This is an optimization exercise on Yosys and OpenROAD, whose aim is small area and a short achievable clock period, not a production implementation.
Function was checked by simulation only, so behaviour that the tests miss may differ from the original.

==> inputs of sierra <==
## Filter_block_1
module Filter_block_1 (
    input clk,
    input rst_n,
    input ena,
    input signed [0:15] x_in,
    output reg signed [0:31] y_out
);
==> flow/config.mk <==
export PLATFORM = sky130hd
export DESIGN_NAME = Filter_block_1
export DESIGN_NICKNAME = Filter_block_1
export VERILOG_FILES = /design/flow/design.v
export SDC_FILE = /design/flow/constraint.sdc
export NUM_CORES = 4
export LEC_CHECK = 0
export CAP_MARGIN = 20
export CORE_MARGIN = 2
export CORE_UTILIZATION = 55
export CTS_BUF_LIST = sky130_fd_sc_hd__clkbuf_16
export CTS_CLUSTER_DIAMETER = 80
export CTS_CLUSTER_SIZE = 26
export SLEW_MARGIN = 20
export SYNTH_HIERARCHICAL = 1
export SYNTH_MINIMUM_KEEP_SIZE = 0
==> flow/constraint.sdc <==
create_clock -name core_clock -period 16.0 [get_ports {clk}]
set_input_delay 3.2000 -clock core_clock [delete_from_list [all_inputs] [get_ports {clk}]]
set_output_delay 3.2000 -clock core_clock [all_outputs]
set_load 0.01 [all_outputs]
standard.sh (not shown) runs the stock make flow with config.mk's settings and CLKGATE_MAP_FILE= SYNTH_SCRIPT=/design/flow/synth_recipe.tcl, a recipe that flattens the netlist after the stock synthesis.
==> flow/flow/run.sh <==
#!/bin/bash
# Standard layout (the standard.sh: ORFS synth .. finish) with two changes:
#  - repair_timing is asked to keep a setup margin (flow/margin.txt), so that the timing
#    repair after placement, CTS and global routing works on paths longer than
#    (period - margin);
#  - after placement, the buffer trees of the high-fanout inputs ena and rst_n are rebuilt
#    as balanced two-level trees (flow/hfn2.tcl); their port buffers stay.
# The SDC, the clock period and every other setting are the design's.
set -euo pipefail
MARGIN=$(cat flow/margin.txt)
RES=orfs/results/sky130hd/Filter_block_1/base
bash standard.sh SETUP_SLACK_MARGIN=$MARGIN place > standard_place.log 2>&1
PLATFORM_DIR=$FLOW_HOME/platforms/sky130hd HFN_IN=$RES/3_place.odb HFN_SDC=$RES/3_place.sdc \
  HFN_PORTS="ena rst_n" HFN_LEAVES=40 HFN_MIDS=6 \
  HFN_LEAF_CELL=sky130_fd_sc_hd__buf_8 HFN_MID_CELL=sky130_fd_sc_hd__buf_16 \
  HFN_OUT=$RES/3_place_hfn.odb \
  openroad -no_init -exit flow/hfn2.tcl > hfn.log 2>&1
mv $RES/3_place_hfn.odb $RES/3_place.odb
bash standard.sh SETUP_SLACK_MARGIN=$MARGIN finish > standard_finish.log 2>&1
Other scripts of this flow, unchanged in this note and not shown: flow/flow/hfn2.tcl, flow/flow/margin.txt
==> zinc: changes against sierra <==
--- a/flow/config.mk
+++ b/flow/config.mk
@@ -9,6 +9,4 @@
 export CORE_MARGIN = 2
-export CORE_UTILIZATION = 55
-export CTS_BUF_LIST = sky130_fd_sc_hd__clkbuf_16
-export CTS_CLUSTER_DIAMETER = 80
-export CTS_CLUSTER_SIZE = 26
+export CORE_UTILIZATION = 65
+export PLACE_DENSITY = 0.75
 export SLEW_MARGIN = 20
==> xenon: changes against sierra <==
--- a/flow/config.mk
+++ b/flow/config.mk
@@ -10,5 +10,2 @@
 export CORE_UTILIZATION = 55
-export CTS_BUF_LIST = sky130_fd_sc_hd__clkbuf_16
-export CTS_CLUSTER_DIAMETER = 80
-export CTS_CLUSTER_SIZE = 26
 export SLEW_MARGIN = 20
==> qor summary <==
quantity                                                                                               xenon                   sierra                     zinc
Result of the run                                                                    complete, no violations  complete, no violations  complete, no violations
Starting density of the core                                                                           0.555                    0.555                    0.655
Count of filler cells inserted in the layout                                                           11200                    11300                     7730
Met1 layer usage reported by global route                                                              0.373                    0.382                    0.453
CTS-repair resized insts                                                                                 188                      195                      204
Drt via density                                                                                         5.51                     5.56                     5.84
Worst slack, placed                                                                                  9000 ps                  9000 ps                  9200 ps
Setup Fix Bufs, Post-CTS                                                                                  33                       38                       46
Taps Inserted                                                                                           1917                     1917                     1637
First-iteration detailed-routing DRC count                                                              2082                     2020                     2872
Cell count of the worst hold path                                                                          1                        1                        2
Non-filler instance count after layout                                                                  7329                     7224                     7047
Reg2Reg Launch Point                                                                                 h29[12]                  h19[11]                  h29[14]
Final HPWL DP                                                                                         151 mm                   151 mm                   133 mm
Sequential cell area share                                                                             0.326                    0.332                    0.327
Critical path destination                                                                           y_out[2]                y_out[27]                y_out[17]
Worst clock skew                                                                                     41.8 ps                  29.8 ps                  30.6 ps
Clock transition time at the flip-flop clock pins of the worst setup and hold paths                    60 ps                    90 ps                    60 ps
Vert. Die Dim                                                                                    388 microns              388 microns              357 microns
Worst-Skew Late Latency                                                                               770 ps                   710 ps                   780 ps

## static timing again, ports no longer ideal
In the flow no input, the clock included, has a driving cell. The finished layouts below were timed again as built, in two steps.
Step 1 (the two cells are an assumption about what drives the block):
set clk [get_ports {clk}]
set_driving_cell -lib_cell sky130_fd_sc_hd__clkbuf_16 $clk
set_driving_cell -lib_cell sky130_fd_sc_hd__buf_2 [delete_from_list [all_inputs] $clk]
Step 2 adds t to the input delays and takes it off the output delays; t is the mean of the earliest and latest rising clock arrival at the registers after step 1. Input paths then give back, and output paths get back, about the clock's delay inside the block.
Three values: ideal, step 1, step 2; two values: the first two.
run | t, ns | slack for setup (ns) | worst setup path at the end
sierra | 0.779 | 11.537 / 11.464 / 10.937 | input to register
zinc | 0.845 | 11.456 / 11.381 / 10.891 | input to register
xenon | 0.831 | 11.480 / 11.404 / 10.956 | input to register
After both steps every run listed still meets setup and hold. The setup slack of sierra, which loses most, moves by -0.073 ns with the drivers and by -0.600 ns with both steps.
